Source: an optimization exercise on an open RTL-to-GDS flow (aim: a short achievable clock period and few clock cycles). Production flows keep margins and buffers that such runs may drop.
In this exercise RTL edits were held to simulation tests only and were not proved equivalent to the original.
Power and IR drop assume default switching activity.

**config.mk**
```make
export PLATFORM = sky130hd
export DESIGN_NAME = mips
export DESIGN_NICKNAME = mips
export VERILOG_FILES = /design/flow/design.v
export SDC_FILE = /design/flow/constraint.sdc
export NUM_CORES = 4
export LEC_CHECK = 0
export CAP_MARGIN = 20
export CORE_MARGIN = 2
export CORE_UTILIZATION = 30
export PLACE_DENSITY = 0.45
export SLEW_MARGIN = 20
export TNS_END_PERCENT = 100
export SETUP_SLACK_MARGIN = 5.6
export BUFFER_PORTS_ARGS = -buffer_cell sky130_fd_sc_hd__buf_4
```
**constraint.sdc**
```tcl
create_clock -name core_clock -period 8.5 [get_ports {clk}]
set_input_delay 1.7000 -clock core_clock [delete_from_list [all_inputs] [get_ports {clk}]]
set_output_delay 1.7000 -clock core_clock [all_outputs]
set_load 0.01 [all_outputs]
```
**design.v**
```verilog
module controller(
input [31:0] w,
output wire c_addu,
output wire c_subu,
output wire c_slt,
output wire c_jr,
output wire c_ori,
output wire c_lui,
output wire c_addi,
output wire c_addiu,
output wire c_lw,
output wire c_lb,
output wire c_sw,
output wire c_sb,
output wire c_jal,
output wire c_mfc0,
output wire c_mtc0,
output wire c_eret,
output wire [4:0] c_dst,    
output wire c_wr,           
output wire c_bsame,        
output wire c_bq,           
output wire c_urs,          
output wire c_urt,          
output wire c_useimm,       
output wire [31:0] c_rsoh,  
output wire [31:0] c_rtoh   
);
wire [5:0] op = w[31:26];
wire [5:0] fn = w[5:0];
wire [4:0] rs = w[25:21];
wire [4:0] rt = w[20:16];
wire [4:0] rd = w[15:11];
wire rtype = (op == 6'b000000);
assign c_addu = rtype & (fn == 6'b100001);
assign c_subu = rtype & (fn == 6'b100011);
assign c_slt  = rtype & (fn == 6'b101010);
assign c_jr   = rtype & (fn == 6'b001000);
assign c_ori  = (op == 6'b001101);
assign c_lui  = (op == 6'b001111);
assign c_addi = (op == 6'b001000);
assign c_addiu= (op == 6'b001001);
assign c_lw   = (op == 6'b100011);
assign c_lb   = (op == 6'b100000);
assign c_sw   = (op == 6'b101011);
assign c_sb   = (op == 6'b101000);
assign c_jal  = (op == 6'b000011);
wire beq      = (op == 6'b000100);
wire cop      = (op == 6'b010000);
assign c_mfc0 = cop & (rs == 5'd0);
assign c_mtc0 = cop & (rs == 5'd4);
assign c_eret = cop & (fn == 6'b011000);
wire rdst = c_addu | c_subu | c_slt | c_mfc0;
assign c_dst = rdst ? rd : c_jal ? 5'd31 : rt;
assign c_wr = (rdst | c_jal | c_ori | c_lui | c_addi | c_addiu | c_lw | c_lb) & (c_dst != 5'd0);
wire same = (rs == rt);
wire off = (w[15:0] != 16'd0);
assign c_bsame = beq & same & off;
assign c_bq = beq & ~same & off;
assign c_urs = c_addu | c_subu | c_slt | c_jr | c_ori | c_lui | c_addi | c_addiu |
               c_lw | c_lb | c_sw | c_sb | c_bq;
assign c_urt = c_addu | c_subu | c_slt | c_sw | c_sb | c_bq | c_mtc0;
assign c_useimm = c_ori | c_lui | c_addi | c_addiu | c_lw | c_lb | c_sw | c_sb;
assign c_rsoh = 32'd1 << rs;
assign c_rtoh = 32'd1 << rt;
endmodule
module gpr(
input clk,
input rst,
input [31:0] sa,
input [31:0] sb,
output reg [31:0] da,
output reg [31:0] db,
input [31:0] we,   
input [31:0] wd,
input set30
);
reg [31:0] r [1:31];
integer i;
always @(posedge clk) begin
if (rst) begin
	for (i = 1; i < 32; i = i + 1) r[i] <= 32'd0;
end
else begin
	for (i = 1; i < 32; i = i + 1) begin
		if (set30 && i == 30) r[i] <= 32'd1;
		else if (we[i]) r[i] <= wd;
	end
end
end
always @(*) begin
	da = 32'd0;
	db = 32'd0;
	for (i = 1; i < 32; i = i + 1) begin
		da = da | (r[i] & {32{sa[i]}});
		db = db | (r[i] & {32{sb[i]}});
	end
end
endmodule
module alu(
input [31:0] a0,
input [31:0] a1,
input [31:0] b0,
input fa,          
input sub,
input [1:0] e,     
input [1:0] t,     
input eo,          
input is_addi,
input [31:0] other,
output wire [31:0] res,
output wire ovf
);
wire [31:0] s0, s1;
add #(32, 5) ad0(.a(a0), .b(b0), .cin(sub), .s(s0));
add #(32, 5) ad1(.a(a1), .b(b0), .cin(sub), .s(s1));
wire lt = (s0[31] & t[0]) | (s1[31] & t[1]);
assign res = (s0 & {32{e[0]}}) | (s1 & {32{e[1]}}) | (other & {32{eo}}) | {31'd0, lt};
wire a31 = fa ? a1[31] : a0[31];
wire s31 = fa ? s1[31] : s0[31];
assign ovf = is_addi & (a31 == b0[31]) & (s31 != a31);
endmodule
module add #(parameter W = 32, parameter L = 5) (
input [W-1:0] a,
input [W-1:0] b,
input cin,
output wire [W-1:0] s
);
wire [W-1:0] g [0:L];
wire [W-1:0] p [0:L];
genvar i, k;
generate
for (i = 0; i < W; i = i + 1) begin : l0
	if (i == 0) begin
		assign g[0][i] = (a[0] & b[0]) | ((a[0] ^ b[0]) & cin);
		assign p[0][i] = 1'b0;
	end else begin
		assign g[0][i] = a[i] & b[i];
		assign p[0][i] = a[i] ^ b[i];
	end
end
for (k = 0; k < L; k = k + 1) begin : lk
	for (i = 0; i < W; i = i + 1) begin : b
		if (i < (1 << k)) begin
			assign g[k+1][i] = g[k][i];
			assign p[k+1][i] = p[k][i];
		end else begin
			assign g[k+1][i] = g[k][i] | (p[k][i] & g[k][i - (1 << k)]);
			assign p[k+1][i] = p[k][i] & p[k][i - (1 << k)];
		end
	end
end
endgenerate
assign s = (a ^ b) ^ {g[L][W-2:0], cin};
endmodule
module inc #(parameter W = 32, parameter L = 5) (
input [W-1:0] a,
output wire [W-1:0] s
);
wire [W-1:0] c [0:L];
genvar i, k;
generate
for (k = 0; k <= L; k = k + 1) begin : lk
	for (i = 0; i < W; i = i + 1) begin : b
		if (k == 0) begin
			assign c[0][i] = a[i];
		end else if (i < (1 << (k-1))) begin
			assign c[k][i] = c[k-1][i];
		end else begin
			assign c[k][i] = c[k-1][i] & c[k-1][i - (1 << (k-1))];
		end
	end
end
endgenerate
assign s = a ^ {c[L][W-2:0], 1'b1};
endmodule
module cp0(
input clk,
input rst,
input [4:0] sel,
input wen,         
input eret,        
input [31:0] din,  
input [31:0] pc4,  
output wire [31:0] dout
);
reg [5:0] im;
reg exl, ie;
reg [31:0] epc;
reg [31:0] prid;
wire exl_rd = exl & ~eret;
assign dout = (sel == 5'd12) ? {16'b0, im, 8'b0, exl_rd, ie} :
              (sel == 5'd13) ? 32'd0 :
              (sel == 5'd14) ? epc :
              (sel == 5'd15) ? prid : 32'h11111111;
always @(posedge clk or posedge rst) begin
if (rst) begin
	im <= 6'b0;
	exl <= 1'b0;
	ie <= 1'b0;
	epc <= 32'd0;
	prid <= 32'd0;
end
else begin
	if (wen && sel == 5'd12) begin im <= din[15:10]; ie <= din[0]; end
	if (wen && sel == 5'd14) epc <= pc4;
	if (wen && sel == 5'd15) prid <= din;
	if (eret) exl <= 1'b0;
	else if (wen && sel == 5'd12) exl <= din[1];
end
end
endmodule
module mips(
input clk,
input rst,
output wire [12:0]imem_addr,
input [31:0]imem_rdata,
output wire [9:0]dmem_addr,
output wire [31:0]dmem_wdata,
output wire dmem_we,
input [31:0]dmem_rdata
);
reg [31:0] pc;
wire [29:0] pc_i2;                         
wire [28:0] pc_i3;                         
inc #(30, 5) inc2(.a(pc[31:2]), .s(pc_i2));
inc #(29, 5) inc3(.a(pc[31:3]), .s(pc_i3));
wire [31:0] pc4 = {pc_i2, pc[1:0]};
wire [31:0] pc8 = {pc_i3, pc[2:0]};
reg [12:0] ia;                             
assign imem_addr = ia;
wire [31:0] fi = imem_rdata;
wire f_j = (fi[31:27] == 5'b00001);                     
wire f_eskip = (fi[31:26] == 6'b010000) && (fi[5:0] == 6'b011000) &&
               (fi[25:21] != 5'd0) && (fi[25:21] != 5'd4);
wire [31:0] f_jt = {pc8[31:28], fi[25:0], 2'b00};
wire f_bs = (fi[31:26] == 6'b000100) && (fi[25:21] == fi[20:16]) && (fi[15:6] == 10'd0);
wire [23:0] pc_i8;                         
inc #(24, 5) inc8(.a(pc[31:8]), .s(pc_i8));
wire [6:0] f_blo;
add #(7, 3) adbs(.a({1'b0, pc[7:2]}), .b({1'b0, fi[5:0]}), .cin(1'b1), .s(f_blo));
wire [31:0] f_bt = {f_blo[6] ? pc_i8 : pc[31:8], f_blo[5:0], pc[1:0]};
wire f_jr = (fi[31:26] == 6'b000000) && (fi[5:0] == 6'b001000);
wire f_jrf;
wire [16:0] bt_lo;
add #(17, 5) adbt(.a({1'b0, pc[17:2]}), .b({1'b0, fi[15:0]}), .cin(1'b1), .s(bt_lo));
wire [13:0] ph_m1, ph_p1;
inc #(14, 4) incm1(.a(~pc[31:18]), .s(ph_m1));       
inc #(14, 4) incp1(.a(pc[31:18]), .s(ph_p1));
wire c_addu, c_subu, c_slt, c_jr, c_ori, c_lui, c_addi, c_addiu, c_lw, c_lb, c_sw, c_sb;
wire c_jal, c_mfc0, c_mtc0, c_eret, c_wr, c_bsame, c_bq, c_urs, c_urt, c_useimm;
wire [4:0] c_dst;
wire [31:0] c_rsoh, c_rtoh;
controller dec(.w(fi), .c_addu(c_addu), .c_subu(c_subu), .c_slt(c_slt), .c_jr(c_jr),
    .c_ori(c_ori), .c_lui(c_lui), .c_addi(c_addi), .c_addiu(c_addiu), .c_lw(c_lw),
    .c_lb(c_lb), .c_sw(c_sw), .c_sb(c_sb), .c_jal(c_jal), .c_mfc0(c_mfc0), .c_mtc0(c_mtc0),
    .c_eret(c_eret), .c_dst(c_dst), .c_wr(c_wr), .c_bsame(c_bsame), .c_bq(c_bq),
    .c_urs(c_urs), .c_urt(c_urt), .c_useimm(c_useimm), .c_rsoh(c_rsoh), .c_rtoh(c_rtoh));
reg id_v;
reg id_done;     
reg [31:0] id_ir;
reg [31:0] id_pc4;
reg [17:0] id_btlo;            
reg id_btc, id_bts;            
reg [13:0] id_bh0, id_bhp, id_bhm;    
wire [31:0] id_bt = {(id_bts == id_btc) ? id_bh0 : id_btc ? id_bhp : id_bhm, id_btlo};
reg id_addu, id_subu, id_slt, id_jr, id_ori, id_lui, id_addi, id_addiu, id_lw, id_lb, id_sw, id_sb;
reg id_jal, id_mfc0, id_mtc0, id_eret, id_wr, id_bsame, id_bq, id_urs, id_urt, id_useimm;
reg [4:0] id_dst;
reg [31:0] id_ra, id_rb;       
reg wq_wr, wq_ovf;
reg [4:0] wq_rd;
reg [31:0] wq_d;
reg ex_v;
reg [31:0] ex_a, ex_b, ex_sd, ex_pc4, ex_bt;
reg [4:0] ex_dst, ex_sel;
reg ex_wr, ex_ld, ex_lb, ex_sw, ex_sb, ex_bq, ex_jr;
reg [1:0] ex_lo;
reg ex_sub, ex_or, ex_addi, ex_jal, ex_mfc0, ex_mtc0, ex_eret;
reg ex_fa, ex_fs;
reg [1:0] ex_e, ex_t;
reg ex_eo;
reg mem_wr, mem_ovf, mem_ld, mem_lb;
reg [4:0] mem_rd;
reg [31:0] mem_weoh;           
reg [31:0] mem_res;
reg [9:0] m_addr;
reg [31:0] m_wdata;
reg m_we;
wire [4:0] rs = id_ir[25:21];
wire [4:0] rt = id_ir[20:16];
wire [4:0] rd = id_ir[15:11];
wire [15:0] imm = id_ir[15:0];
wire [31:0] immv = id_ori ? {16'd0, imm} : id_lui ? {imm, 16'd0} : {{16{imm[15]}}, imm};
wire [31:0] rf_a, rf_b;
wire [31:0] ldv = mem_lb ? {{24{dmem_rdata[7]}}, dmem_rdata[7:0]} : dmem_rdata;
wire [31:0] wb_d = mem_ld ? ldv : mem_ovf ? 32'd0 : mem_res;
gpr g(.clk(clk), .rst(rst), .sa(c_rsoh), .sb(c_rtoh), .da(rf_a), .db(rf_b),
      .we(mem_weoh), .wd(wb_d), .set30(mem_ovf));
wire ba = mem_wr & (mem_rd == rs);
wire bb = mem_wr & (mem_rd == rt);
wire ba_1 = mem_ovf & (rs == 5'd30);
wire bb_1 = mem_ovf & (rt == 5'd30);
wire [31:0] q_a = (wq_ovf & (rs == 5'd30)) ? 32'd1 : (wq_wr & (wq_rd == rs)) ? wq_d : id_ra;
wire [31:0] q_b = (wq_ovf & (rt == 5'd30)) ? 32'd1 : (wq_wr & (wq_rd == rt)) ? wq_d : id_rb;
wire [31:0] id_a = ba_1 ? 32'd1 : ba ? wb_d : q_a;
wire [31:0] id_b = bb_1 ? 32'd1 : bb ? wb_d : q_b;
wire ex_addi_wr = ex_v & ex_addi & ex_wr;    
wire ex_wrs = ex_v & ex_wr & (ex_dst == rs) | ex_addi_wr & (rs == 5'd30);
wire ex_wrt = ex_v & ex_wr & (ex_dst == rt) | ex_addi_wr & (rt == 5'd30);
wire ex_mem = ex_v & (ex_ld | ex_sw | ex_sb);
wire [31:0] ex_or_out;
wire d_jr = id_jr & ~id_done & ex_wrs & ex_or;
wire d_bsame = id_bsame & ~id_done;
wire lu_stall = ex_v & (ex_ld | ex_addi) & ((id_urs & ex_wrs) | (id_urt & ex_wrt));
wire rb_stall = (id_addu | id_subu | id_slt) & ex_wrt;
wire sb_stall = id_sb & (ex_wrs | ex_mem);
wire [9:0] wb_a = ba_1 ? 10'd1 : wb_d[9:0];
wire [9:0] ma_rf, ma_wb, ma_ra, ma_wq;
add #(10, 4) adma(.a(id_ra[9:0]), .b(imm[9:0]), .cin(1'b0), .s(ma_ra));
add #(10, 4) admq(.a(wq_d[9:0]), .b(imm[9:0]), .cin(1'b0), .s(ma_wq));
assign ma_rf = (wq_ovf & (rs == 5'd30)) ? imm[9:0] + 10'd1 : (wq_wr & (wq_rd == rs)) ? ma_wq : ma_ra;
add #(10, 4) admb(.a(wb_a), .b(imm[9:0]), .cin(1'b0), .s(ma_wb));
wire [9:0] id_maddr = (ba | ba_1) ? ma_wb : ma_rf;
wire [31:0] A  = ex_fa ? mem_res : ex_a;
wire [31:0] Br = ex_fs ? mem_res : ex_sd;                         
wire [31:0] cp0_out;
wire [31:0] ex_res;
wire ex_ovf;
assign ex_or_out = A | ex_b;
wire [31:0] other = ex_or ? ex_or_out : ex_jal ? ex_pc4 : cp0_out;
alu alu1(.a0(ex_a), .a1(mem_res), .b0(ex_b), .fa(ex_fa), .sub(ex_sub),
         .e(ex_e), .t(ex_t), .eo(ex_eo), .is_addi(ex_addi), .other(other),
         .res(ex_res), .ovf(ex_ovf));
cp0 c0(.clk(clk), .rst(rst), .sel(ex_sel), .wen(ex_v & ex_mtc0), .eret(ex_v & ex_eret),
       .din(Br), .pc4(ex_pc4), .dout(cp0_out));
wire ex_redir = ex_v & (ex_bq & (A == Br) | ex_jr);
wire [31:0] ex_t_pc = ex_jr ? A : ex_bt;
wire [9:0] maddr;                           
add #(10, 4) adme(.a(A[9:0]), .b(ex_b[9:0]), .cin(1'b0), .s(maddr));
wire stall_id = id_v & (lu_stall | sb_stall | rb_stall);
wire id_redir = id_v & ~stall_id & (d_jr | d_bsame);
wire [31:0] id_t = d_jr ? ex_or_out : id_bt;
assign f_jrf = f_jr & id_v & id_ori & (rs == 5'd0) & id_wr & (id_dst == fi[25:21]);
wire f_sn = ~(f_j | f_eskip | f_bs | f_jrf);
wire [31:0] f_next = ({32{f_j}} & f_jt) | ({32{f_eskip}} & pc8) | ({32{f_bs}} & f_bt) |
                     ({32{f_jrf}} & {16'd0, imm}) | ({32{f_sn}} & pc4);
wire [31:0] pc_next = ex_redir ? ex_t_pc : stall_id ? pc : id_redir ? id_t : f_next;
wire n_fa = ex_v & ex_wr & (ex_dst == rs);
wire n_oth = id_ori | id_jal | id_mfc0;
wire [1:0] n_sel = {n_fa, ~n_fa};
always @(posedge clk or posedge rst) begin
if (rst) begin
	wq_wr <= 1'b0;
	wq_ovf <= 1'b0;
	id_v <= 1'b0;
	id_done <= 1'b0;
	ex_v <= 1'b0;
	mem_wr <= 1'b0;
	mem_ovf <= 1'b0;
	mem_ld <= 1'b0;
	m_we <= 1'b0;
end
else begin
	wq_wr <= mem_wr;
	wq_ovf <= mem_ovf;
	if (ex_redir | id_redir) id_v <= 1'b0;
	else if (!stall_id) begin
		id_v <= 1'b1;
		id_done <= f_bs | f_jrf;
	end
	ex_v <= id_v & ~stall_id & ~ex_redir;
	mem_wr <= ex_v & ex_wr;
	mem_ovf <= ex_v & ex_ovf & ex_wr;
	mem_ld <= ex_v & ex_ld;
	m_we <= ex_v & (ex_sw | ex_sb);
end
end
always @(posedge clk) begin
	pc <= rst ? 32'h00003000 : pc_next;
	ia <= rst ? 13'h1000 : pc_next[12:0];
	if (!stall_id) begin
		id_ir <= fi;
		id_pc4 <= pc4;
		id_btlo <= {bt_lo[15:0], pc[1:0]};
		id_btc <= bt_lo[16];
		id_bts <= fi[15];
		id_bh0 <= pc[31:18];
		id_bhp <= ph_p1;
		id_bhm <= ~ph_m1;
		id_addu <= c_addu;
		id_subu <= c_subu;
		id_slt <= c_slt;
		id_jr <= c_jr;
		id_ori <= c_ori;
		id_lui <= c_lui;
		id_addi <= c_addi;
		id_addiu <= c_addiu;
		id_lw <= c_lw;
		id_lb <= c_lb;
		id_sw <= c_sw;
		id_sb <= c_sb;
		id_jal <= c_jal;
		id_mfc0 <= c_mfc0;
		id_mtc0 <= c_mtc0;
		id_eret <= c_eret;
		id_wr <= c_wr;
		id_bsame <= c_bsame;
		id_bq <= c_bq;
		id_urs <= c_urs;
		id_urt <= c_urt;
		id_useimm <= c_useimm;
		id_dst <= c_dst;
		id_ra <= rf_a;
		id_rb <= rf_b;
	end
	else begin
		id_ra <= id_a;
		id_rb <= id_b;
	end
	wq_rd <= mem_rd;
	wq_d <= wb_d;
	ex_a <= id_a;
	ex_b <= id_useimm ? immv : (id_subu | id_slt) ? ~id_b : id_b;
	ex_sd <= id_b;
	ex_pc4 <= id_pc4;
	ex_bt <= id_bt;
	ex_dst <= id_dst;
	ex_sel <= rd;
	ex_wr <= id_wr;
	ex_ld <= id_lw | id_lb;
	ex_lb <= id_lb;
	ex_sw <= id_sw;
	ex_sb <= id_sb;
	ex_bq <= id_bq;
	ex_jr <= id_jr & ~id_done & ~d_jr;
	ex_sub <= id_subu | id_slt;
	ex_or <= id_ori;
	ex_addi <= id_addi;
	ex_jal <= id_jal;
	ex_mfc0 <= id_mfc0;
	ex_mtc0 <= id_mtc0;
	ex_eret <= id_eret;
	ex_fa <= n_fa;
	ex_fs <= ex_v & ex_wr & (ex_dst == rt);
	ex_e <= n_sel & {2{~n_oth & ~id_slt}};
	ex_t <= n_sel & {2{id_slt}};
	ex_eo <= n_oth;
	ex_lo <= id_maddr[1:0];
	mem_rd <= ex_dst;
	mem_weoh <= (32'd1 << ex_dst) & {32{ex_v & ex_wr & ~rst}};
	mem_res <= ex_res;
	mem_lb <= ex_lb;
	if (id_v & id_sb & ~stall_id) m_addr <= {id_maddr[9:2], 2'b00};
	else m_addr <= ex_sb ? {maddr[9:2], 2'b00} : maddr;
	if (ex_sb) begin
		case (ex_lo)
		2'b00: m_wdata <= {dmem_rdata[31:8], Br[7:0]};
		2'b01: m_wdata <= {dmem_rdata[31:16], Br[7:0], dmem_rdata[7:0]};
		2'b10: m_wdata <= {dmem_rdata[31:24], Br[7:0], dmem_rdata[15:0]};
		default: m_wdata <= {Br[7:0], dmem_rdata[23:0]};
		endcase
	end
	else m_wdata <= Br;
end
assign dmem_addr = m_addr;
assign dmem_wdata = m_wdata;
assign dmem_we = m_we;
endmodule
```
**flow/run.sh**
```bash
#!/bin/bash
set -euo pipefail
echo 'export SETUP_SLACK_MARGIN = 5.6' >> config.mk
echo 'export BUFFER_PORTS_ARGS = -buffer_cell sky130_fd_sc_hd__buf_4' >> config.mk
bash standard.sh > standard.log 2>&1
```
**standard.sh**
```bash
#!/bin/bash
# synth_recipe.tcl (not shown) runs the flow's synth.tcl, then flattens the netlist and writes it again
# the make line also repeats each setting of config.mk as NAME=value (left out here)
make -C /OpenROAD-flow-scripts/flow DESIGN_CONFIG=/design/flow/config.mk WORK_HOME=/design/flow/orfs CLKGATE_MAP_FILE= SYNTH_SCRIPT=/design/flow/synth_recipe.tcl "${@:-finish}"
```
==> out/metrics.cfg, run 1 <==
[timing]
tightest_slew_ns=1.30
final-max-slew-violation-count=0
whs_ns=0.339
max_freq_mhz=296
hold_viol_final=0
rsz0062_at_grt=yes
fin_crit_sh=0.397
fin_tns_setup_ns=0
relSlewSlack=0.136
finalSetupViolCount=0
finalCriticalPeriod_ns=3.38
skew_ns=0.0690

[setup_path]
path_class=in -> reg
crit_path_max_incr_delay_ns=0.51
critPathRequiredTime_ns=9.28
crit_chain=buf_12, inv_12, ha_4, fa_2, nor2b_2, o31a_1, o21ai_2, nand2b_4, buf_6, and2_4, xnor2_2, o211ai_1, a21oi_1, o221ai_1
crit_arrival_ns=4.15
critPathTopFamily=compound AO/OA/AOI/OAI gates
cp_max_fo=4
cp-end-kind=flip-flop
cp_slowest_cell=o211ai_1
cp_num_buf_inv=3
cp-start-kind=input pin

[pwr]
peakVddDrop_mv=0.226
p_per_area_mw_per_mm2=174
p_int_mw=13.4
switching_share=0.268
power_leakage_nw=37.6
pwr-share-seq=0.446
power_switching_mw=4.91
combPwrFrac=0.090
pwr-share-clk=0.464

[clock_network]
clk_path_buf_depth=3
numCtsBuffers=186
clk_pin_slew_ns=0.07
root_buffer=clkbuf_16
cts_tree=yes
holdBufCountCts=0
clock_sinks=1649
insertion_delay_ns=0.89
htreeDepth=4

[placed_design]
placedCellCount=11812
portBuffers=121
place_congestion=0.958
dp_hpwl_microns=281000

[logic_synthesis]
synth_compound_area_frac=0.282
ys_seq_area_frac=0.443
synth-xor-area-share=0.0319
avgSynthCellArea_sq_um=8.93
yosysTopAreaCellShare=0.363
synth_cell_type_count=92
synth_nets=9023
yosys-top-cells-area=dfxtp_1 36%, a211oi_1 10%, nor2_1 6.5%, edfxtp_1 5.4%, a22oi_1 4.3%
synth_edf_count=142
syn-cell-area_sq_mm=0.0787
synthCells=8819
yosys.area_share.simple=0.136
yosys_warnings=12
synth_seq_cells=1649
synth_top_family_by_area=compound AO/OA/AOI/OAI gates
yosysTopAreaCell=dfxtp_1
synth_fa_ha_area_frac=0.0228
synthMuxAreaShare=0.0314
synth-async-reset-ratio=0.0491
synthFlopType=dfxtp_1

[global_route]
grt_pass1_wl_microns=648000
grt_use_total=0.349
grt_max_degree=200
grt_overflow=0
antenna_found_initial=25
first_global_vias=75301

[routing]
drc=0
drt_first_pass_iters=10
drtIter0Drc=13958
vias=83535
postRouteAntennaNets=0
wire_per_inst_microns=38.8
routed_wl_microns=500000
viasPerCell=6.48

[floorplan]
die_w_microns=516
dieArea_sq_mm=0.267
rows=188
core_area_sq_mm=0.262
die_h_microns=516
io_pins=122
start_util=0.301

[worst_hold_path]
hp-class=reg -> reg

[final_layout]
fin_nets=9418
drive_above_1_share=0.251
area_delta_synth_final_pct=33.8
fin_cells=12893
top_register=g.r
largest_reg_flops=992

[job]
cap_violations=0

[run_status]
status=finished clean

[power by group through the flow]
stage / combinational [mW] / sequential (mW) / clock, mW
2_1_floorplan: 0.759 / 8.24 / 0
3_3_place_gp: 1.20 / 8.34 / 0
3_5_place_dp: 1.21 / 8.34 / 0
4_1_cts: 1.45 / 8.17 / 8.57
5_1_grt: 1.69 / 8.18 / 8.87
6_report: 1.66 / 8.17 / 8.51
[cells in the mapped netlist (19+ instances only)]
cell type / n
o22ai_1: 92
nand2b_1: 33
o211ai_1: 46
inv_1: 190
a21oi_1: 355
nor3b_1: 38
or3_1: 20
nor2_1: 1371
a31oi_1: 28
nor2b_1: 64
nand3_1: 132
nand2_1: 272
a21o_1: 33
edfxtp_1: 142
a222oi_1: 79
nand3b_1: 19
nor3_1: 97
xnor2_1: 164
nor4_1: 59
xor2_1: 123
buf_2: 34
nand4_1: 175
dfrtp_1: 81
mux2_2: 62
a22oi_1: 448
dfxtp_1: 1426
o21ai_0: 234
mux2i_1: 172
a211oi_1: 1052
a22o_1: 240
ha_1: 129
and2_1: 49
clkbuf_1: 739
buf_1: 93
a221oi_1: 248
[metrics by stage]
stage / cell area (sq um) / power [mW] / setup slack (ns) / utilization
global placement: 84500 / 9.54 / 2.88 / 0.323
floorplan: 81400 / 9.00 / 4.56 / -
CTS: 100000 / 18.2 / 5.25 / 0.382
finish: 105000 / 18.3 / 5.12 / 0.402
detailed placement: 84600 / 9.55 / 3.36 / 0.323
global route: 105000 / 18.7 / 5.10 / 0.402
[kinds of logic (layout without fill, tap and decap cells)]
family,Yosys count,after routing
flip-flops,1649,1649
XOR/XNOR,287,287
AND/OR/NAND/NOR,2394,2397
other,0,12
buffers and inverters,1079,1616
AO/OA/AOI/OAI,3034,3041
adder cells (fa/ha/maj),138,138
multiplexers,238,238
[layout by cell type, fill, tap and decap left out, types with 68 or more instances in the layout]
cell,count
clkbuf_16,226
buf_12,152
mux2i_1,153
a22o_1,238
xor2_1,116
a221oi_1,97
dfxtp_1,1296
a21oi_1,293
nand2_1,240
a211oi_1,1036
nand3_1,118
a221oi_2,141
nor2_4,70
buf_16,68
ha_1,103
inv_1,181
dfrtp_1,80
buf_4,597
xnor2_1,154
o22ai_1,88
nor2_1,1282
a22oi_1,409
o21ai_0,179
buf_6,173
nand4_1,175
a222oi_1,79
edfxtp_1,142
[worst reg2reg max path, cell delays in order, from the launching register on]
cell and delay (ns):
dfxtp_4 0.40, buf_4 0.13, ha_1 0.31, nand3_1 0.24, nor4_2 0.51, and2_1 0.44
a21oi_1 0.18, a311oi_4 0.45, a221oi_4 0.11, a211oi_2 0.25, a21oi_1 0.06, a21oi_1 0.13
[cell type report]
class | instances | area [sq um]
Timing Repair Buffer | 1080 | 13300
Multi-Input combinational cell | 6101 | 45300
Clock inverter | 66 | 813
Tap cell | 3515 | 4400
Fill cell | 25545 | 156000
Antenna cell | 12 | 30.0
Clock buffer | 274 | 5510
Timing Repair inverter | 3 | 31.3
Inverter | 193 | 782
Sequential cell | 1649 | 35200
[final timing paths]
path / endpoint / slack, ns / depth (start not counted) / startpoint
max reg2reg: pc[21] / 5.21 / 11 / ia[3]
min: ex_pc4[23] / 0.34 / 0 / id_pc4[23]
min in group asynchronous: wq_wr / 1.22 / 2 / rst
max in group asynchronous: c0.epc[17] / 5.92 / 3 / rst
max: ia[12] / 5.12 / 14 / imem_rdata[0]
min reg2reg: ex_pc4[23] / 0.34 / 0 / id_pc4[23]
[per-layer routing]
layer / global-route usage / routed length, microns / vias up
li1: - / - / 34062
met3: 0.116 / 64300 / 2204
met1: 0.428 / 184000 / 40295
met4: 0.254 / 48600 / 26
met5: 0.00198 / 402 / -
met2: 0.507 / 203000 / 6948
[what timing repair did]
item,4_1_cts,5_1_grt
pin swaps,249,351
endpoints found under the setup margin,1000,696
buffers inserted,381,259
hold endpoints to repair,0,0
gates cloned,50,39
resized for setup,982,481
Testbench counts, summed over its fixed seeds: cycles 27,767.
==> run 2, diff against run 1 <==
==> run.sh (new file) <==
#!/bin/bash
# synth_recipe.tcl (not shown) runs the flow's synth.tcl, then flattens the netlist and writes it again
# the make line also repeats each setting of config.mk as NAME=value (left out here)
make -C /OpenROAD-flow-scripts/flow DESIGN_CONFIG=/design/flow/config.mk WORK_HOME=/design/flow/orfs CLKGATE_MAP_FILE= SYNTH_SCRIPT=/design/flow/synth_recipe.tcl finish
--- a/config.mk
+++ b/config.mk
@@ -9,7 +9,6 @@
 export CORE_MARGIN = 2
 export CORE_UTILIZATION = 30
 export PLACE_DENSITY = 0.45
+export SETUP_SLACK_MARGIN = 5
 export SLEW_MARGIN = 20
 export TNS_END_PERCENT = 100
-export SETUP_SLACK_MARGIN = 5.6
-export BUFFER_PORTS_ARGS = -buffer_cell sky130_fd_sc_hd__buf_4
removed: flow/run.sh
removed: standard.sh
==> out/metrics.cfg, run 2 <==
[run_status]
status=finished clean

[clock_network]
htreeDepth=4  ; unchanged
clk_path_buf_depth=3  ; unchanged
root_buffer=clkbuf_16
holdBufCountCts=0  ; unchanged
clk_pin_slew_ns=0.06  ; about the same
cts_tree=yes
insertion_delay_ns=0.89  ; about the same
numCtsBuffers=188  ; +1.1%
clock_sinks=1649  ; unchanged

[final_layout]
area_delta_synth_final_pct=20.4
top_register=g.r
largest_reg_flops=992  ; unchanged
postLayoutCellArea_sq_mm=0.0948  ; -10%
fin_nets=8940  ; -5.1%
layout_commonest_cell=dfxtp_1
final_util=0.362  ; -0.0401
layout_common_cells=1361 x dfxtp_1, 1306 x nor2_1, 1046 x a211oi_1
drive_above_1_share=0.145  ; -0.106

[global_route]
top_usage_layer=met2
grt_pass1_wl_microns=625000  ; -3.6%
grt_use_total=0.334  ; -0.0149
first_global_vias=73622  ; -2.2%
grt_util_met1=0.413  ; -0.0147
grtUsageMet3=0.104  ; -0.0115
antenna_found_initial=31  ; +24%
globalRouteMet2Util=0.498  ; -0.00941
grt_max_degree=200  ; unchanged
grt_overflow=0  ; unchanged

[job]
cap_violations=0  ; unchanged

[timing]
skew_ns=0.0658  ; -0.00316 ns
fin_crit_sh=0.422  ; +0.0248
max_freq_mhz=279  ; -5.9%
finalSetupViolCount=0  ; unchanged
tightest_slew_ns=1.31  ; +0.0154 ns
finalCriticalPeriod_ns=3.59  ; +0.211 ns
relSlewSlack=0.126  ; -0.0103
hold_viol_final=0  ; unchanged
whs_ns=0.334  ; -0.00516 ns
final-max-slew-violation-count=0  ; unchanged
rsz0062_at_grt=yes
fin_tns_setup_ns=0  ; unchanged

[floorplan]
die_h_microns=516  ; unchanged
start_util=0.301  ; unchanged
die_w_microns=516  ; unchanged
rows=188  ; unchanged
dieArea_sq_mm=0.267  ; unchanged
io_pins=122  ; unchanged
core_area_sq_mm=0.262  ; unchanged

[setup_path]
cp-end-kind=flip-flop
cp_num_buf_inv=2  ; -1
cp_slowest_cell=nand2_1
cp-start-kind=input pin
cp_max_fo=34  ; +30
crit_chain=clkdlybuf4s15_2, nand2_2, o21ai_0, a21oi_4, buf_4, o22ai_1, nand2_1, xnor2_1, o21ai_0
critPathRequiredTime_ns=9.22  ; -0.06 ns
critPathTopFamily=buffers and inverters
crit_arrival_ns=4.31  ; +0.16 ns
crit_path_max_incr_delay_ns=0.52  ; about the same
path_common_cell=o21ai_0
path_class=in -> reg

[routing]
drtIter0Drc=12857  ; -7.9%
vias=79520  ; -4.8%
postRouteAntennaNets=0  ; unchanged
viasPerCell=6.40  ; -1.2%
drc=0  ; unchanged
drt_first_pass_iters=14  ; +4
wire_per_inst_microns=37.4  ; -3.5%
routed_wl_microns=465000  ; -7.1%

[logic_synthesis]
yosysTopAreaCellShare=0.363  ; unchanged
yosysTopAreaCell=dfxtp_1
synth-async-reset-ratio=0.0491  ; unchanged
yosys_warnings=12  ; unchanged
syn-cell-area_sq_mm=0.0787  ; unchanged
ys_seq_area_frac=0.443  ; unchanged
yosysMostFrequentCell=dfxtp_1
synthCells=8819  ; unchanged
synth_seq_cells=1649  ; unchanged
synthFlopType=dfxtp_1
avgSynthCellArea_sq_um=8.93  ; unchanged
synth_cell_type_count=92  ; unchanged
yosys-top-cells-count=1426 x dfxtp_1, 1371 x nor2_1, 1052 x a211oi_1
synth_edf_count=142  ; unchanged
synth_nets=9023  ; unchanged
yosys-top-cells-area=dfxtp_1 36%, a211oi_1 10%, nor2_1 6.5%, edfxtp_1 5.4%, a22oi_1 4.3%

[pwr]
peakVddDrop_mv=0.241  ; +6.7%
p_per_area_mw_per_mm2=191  ; +9.9%
power_leakage_nw=32.9  ; -13%
power.total_mw=18.2  ; -1.0%

[placed_design]
postPlaceCellArea_sq_mm=0.0844  ; -0.21%
dp_hpwl_microns=291000  ; +3.7%
portBuffers=121  ; unchanged
place_congestion=0.983  ; +2.6%

[worst_hold_path]
hp-class=reg -> reg

==> run 2: cell count changes in the layout (fill, tap and decap cells not counted), sizes merged, moves of 3 or more <==
cell,delta
buf,-546
clkdlybuf4s50,+62
dlygate4sd2,+27
bufbuf,-12
clkbuf,-8
dlymetal6s2s,+7
clkdlybuf4s15,+5
clkinvlp,-3
==> run 2: per-stage QoR <==
step	setup slack, ns	instances
2_1_floorplan	4.54	8819
3_3_place_gp	2.59	11829
3_5_place_dp	2.54	11832
4_1_cts	4.89	12342
5_1_grt	4.89	12413
6_report	4.91	12421
==> run 2: cell type report <==
type | count | area (sq um)
clock buffer | 286 | 5580
fill | 26391 | 167000
timing repair buffer | 603 | 6060
antenna | 10 | 25.0
multi-input combinational | 6101 | 42100
inverter | 193 | 758
sequential | 1649 | 35000
clock inverter | 64 | 843
tap | 3515 | 4400
==> run 2: kinds of logic (layout without fill, tap and decap cells) <==
family	Yosys count	after routing	synth area share
flip-flops	1649	1649	0.443
XOR/XNOR	287	287	0.0319
AND/OR/NAND/NOR	2394	2397	0.136
multiplexers	238	238	0.0314
other	0	10	0
adder cells (fa/ha/maj)	138	138	0.0228
buffers and inverters	1079	1146	0.0532
AO/OA/AOI/OAI	3034	3041	0.282
==> run 2: routing by layer <==
layer	part of all wire	vias to the layer above
li1	-	33089
met1	0.38	38561
met2	0.42	5925
met3	0.12	1923
met4	0.084	22
met5	0.00031	-
==> run 2: power breakdown <==
part           switching (mW)  internal [mW]  total (mW)
Combinational           0.976          0.416        1.39
Clock                    3.64           4.94        8.58
Sequential              0.181           7.99        8.18
Total                    4.80           13.3        18.2
==> run 2: timing repair <==
| item | CTS | global route |
|---|---|---|
| buffers inserted | 145 | 63 |
| endpoints found under the hold margin | 0 | 0 |
| pin swaps | 68 | 60 |
| endpoints found under the setup margin | 334 | 281 |
| gates cloned | 15 | 5 |
| resized for setup | 338 | 186 |
==> run 2: path summary, 6_finish.rpt <==
check                              to  cells past startpoint  slack [ns]          start
max reg2reg                 id_rb[29]                     10        4.92      id_ir[17]
min in group asynchronous       wq_wr                      2        1.25            rst
max in group asynchronous  c0.epc[30]                      3        5.84            rst
min                             ex_sw                      0        0.33          id_sw
min reg2reg                     ex_sw                      0        0.33          id_sw
max                          ex_b[15]                      9        4.91  dmem_rdata[7]

re-timing with driven ports:
In the flow no input, the clock included, has a driving cell. The finished layouts below were timed again as built, in two steps.
Step 1 assumes that a clkbuf_16 drives the clock port and a buf_2 every other input.
Step 2 moves the port delays by t, midway between the first and last clock arrival at a register: inputs arrive t later, outputs are due t later. That takes back most of the time a late clock gives input paths.
Three values: ideal, step 1, step 2; two values: the first two.
run | t (ns) | setup slack, ns | worst hold slack (ns)
run 1 | 0.960 | 5.125 / 5.128 / 4.168 | 0.339 / 0.339 / 0.339
run 2 | 0.952 | 4.914 / 4.919 / 4.031 | 0.334 / 0.334 / 0.334
After both steps setup and hold are still met in every run listed. For run 1, which loses most, drivers alone change the setup slack by +0.003 ns; drivers and shift together by -0.957 ns.
